What follows belongs to an exercise in optimizing a design on an open flow for small area; a production flow would make more cautious choices.
Function was checked by simulation only, so behaviour that the tests miss may differ from the original.

==> inputs of build 29 <==
==> flow/design.v (excerpt) <==
module layer_1(
  input clk,
  input reset,
  input in_valid,
  input [7:0] pxl_in,
  output [8:0] pool_out,
  output out_valid
);
  reg [7:0] pd;
  reg ivd;
  always @(posedge clk) begin
    pd <= pxl_in;
    ivd <= in_valid;
  end
  reg [1023:0] ch;
  always @(posedge clk)
    if (ivd) ch <= {ch[1015:0], pd};
  reg [4:0] row, col;
  always @(posedge clk or posedge reset)
    if (reset) begin
      row <= 5'd0; col <= 5'd0;
    end else if (in_valid) begin
      col <= col + 5'd1;
      if (col == 5'd31) row <= row + 5'd1;
    end
  reg v0, v1, vo;
  reg xo0, yo0, xo1, yo1;
  always @(posedge clk or posedge reset)
    if (reset) begin
      v0 <= 1'b0; v1 <= 1'b0; vo <= 1'b0;
    end else begin
      v0 <= in_valid && row >= 5'd4 && col >= 5'd4;
      v1 <= v0;
      vo <= v1 && xo1 && yo1;
    end
  always @(posedge clk) begin
    xo0 <= col[0]; yo0 <= row[0];
    xo1 <= xo0; yo1 <= yo0;
  end
  reg [14:0] a1;
  reg [16:0] a2, a3;
  reg [17:0] a4;
  reg [3:0] nzh;
  wire nz_col = (|ch[1023:1016]) | (|ch[767:760]) | (|ch[511:504]) | (|ch[255:248]) | (|pd[7:0]);
  wire nz = (|nzh) | (|ch[767:760]) | (|ch[511:504]) | (|ch[255:248]);
  wire n1 = ch[1019] ^ ch[1017];
  wire n2 = ch[1019] & ch[1017];
  wire n3s, n3c;
  fadd un3 (ch[1020], ch[1018], ch[505], n3s, n3c);
  wire n4s, n4c;
  fadd un4 (ch[1021], ch[1019], ch[760], n4s, n4c);
  wire n5 = ch[506] ^ ch[250];
  wire n6 = ch[506] & ch[250];
  wire n7s, n7c;
  fadd un7 (ch[1022], ch[1020], ch[761], n7s, n7c);
  wire n8s, n8c;
  fadd un8 (ch[507], ch[251], pd[7], n8s, n8c);
  wire n9s, n9c;
  fadd un9 (ch[1023], ch[1021], ch[762], n9s, n9c);
  wire n10s, n10c;
  fadd un10 (ch[1022], ch[763], ch[509], n10s, n10c);
  wire n11s, n11c;
  fadd un11 (ch[1018], ch[1016], pd[3], n11s, n11c);
  wire n12s, n12c;
  fadd un12 (n1, ch[504], ch[248], n12s, n12c);
  wire n13s, n13c;
  fadd un13 (pd[4], pd[2], pd[0], n13s, n13c);
  wire n14s, n14c;
  fadd un14 (n2, n3s, ch[249], n14s, n14c);
  wire n15s, n15c;
  fadd un15 (pd[5], pd[3], pd[1], n15s, n15c);
  wire n16 = ch[763] ^ ch[509];
  wire n17 = ch[763] | ch[509];
  wire n18s, n18c;
  fadd un18 (n3c, n4s, n5, n18s, n18c);
  wire n19s, n19c;
  fadd un19 (pd[6], pd[4], pd[2], n19s, n19c);
  wire n20s, n20c;
  fadd un20 (ch[764], ch[510], ch[508], n20s, n20c);
  wire n21s, n21c;
  fadd un21 (n4c, n6, n7s, n21s, n21c);
  wire n22s, n22c;
  ...
make LEC_CHECK=0 CAP_MARGIN=20 CORE_MARGIN=2 CORE_UTILIZATION=65 CTS_CLUSTER_DIAMETER=100 CTS_CLUSTER_SIZE=30 PLACE_DENSITY=0.75 SLEW_MARGIN=20 SYNTH_HIERARCHICAL=1 SYNTH_MINIMUM_KEEP_SIZE=0 finish   # period 12.0 ns
run.sh (not shown) runs the stock make flow with config.mk's settings and CLKGATE_MAP_FILE= SYNTH_SCRIPT=/design/flow/synth_recipe.tcl, a recipe that flattens the netlist after the stock synthesis.
==> build 91 (differences from build 29) <==
==> flow/flow/run.sh (new file) <==
#!/bin/bash
# The standard layout, with two changes: clock tree synthesis adds no dummy
# loads, and the port buffers are the smallest buffer.
set -euo pipefail
export CTS_ARGS="-sink_clustering_enable -repair_clock_nets -sink_clustering_size 30 -sink_clustering_max_diameter 100 -dont_use_dummy_load"
export BUFFER_PORTS_ARGS="-buffer_cell sky130_fd_sc_hd__buf_1"
bash ./standard.sh > standard.log 2>&1
==> flow/standard.sh (new file) <==
#!/bin/bash
# synth_recipe.tcl (not shown) runs the flow's synth.tcl, then flattens the netlist and writes it again
# the make line also repeats each setting of config.mk as NAME=value (left out here)
make -C /OpenROAD-flow-scripts/flow DESIGN_CONFIG=/design/flow/config.mk WORK_HOME=/design/flow/orfs CLKGATE_MAP_FILE= SYNTH_SCRIPT=/design/flow/synth_recipe.tcl "${@:-finish}"
- CORE_UTILIZATION: 65 -> 40
- PLACE_DENSITY: 0.75 -> default
removed: flow/run.sh
==> comparison table <==
item	build 91	build 29
Hold wc startpoint	yo0$_DFF_P_	xo0$_DFF_P_
Design Area, Final	49320 um^2	48890 um^2
Worst setup slack after layout	0.7976 ns	0.8024 ns
Outcome	finished clean	finished clean
DIE HEIGHT	343.2 um	270.1 um
1st-iter DRT viols	1203	1283
Number of buffers inserted during clock tree synthesis	51	48
Diodes inserted	0	1
Horizontal die dimension	343.2 um	270.1 um
Total Routed Length	61140 um	59540 um
DR pass1 iterations	4	6
Total half-perimeter wirelength after legalization and detailed placement	36070 um	35160 um
Final worst path period share	93.35%	93.31%
Minimum period implied by the final worst setup slack	11.20 ns	11.20 ns
Worst-Skew Late Latency	0.66 ns	0.63 ns
Max-slew headroom	25.56%	30.88%
Clock buffers	51	85
M3 GR Usage	1.806%	2.365%

afterwards: timing with drivers on the ports:
The flow's constraints put no driver on any port. The routed layouts listed below were extracted and timed again, unchanged, in two steps. Step 1 assumes that a clkbuf_16 drives the clock port and a buf_2 every other input. Step 2 adds t to the input delays and takes it off the output delays; t is the mean of the earliest and latest rising clock arrival at the registers after step 1. Input paths then give back, and output paths get back, about the clock's delay inside the block. a / b / c = no drivers / after step 1 / after step 2; a / b = the first two.
run	t, ns	setup slack, ns	worst setup path at the end	cell pins on the clock port's net
build 29	0.687	0.802 / 0.802 / 0.802	register to register	1
build 91	0.681	0.798 / 0.798 / 0.798	register to register	1
After both steps setup and hold are still met in every run listed.
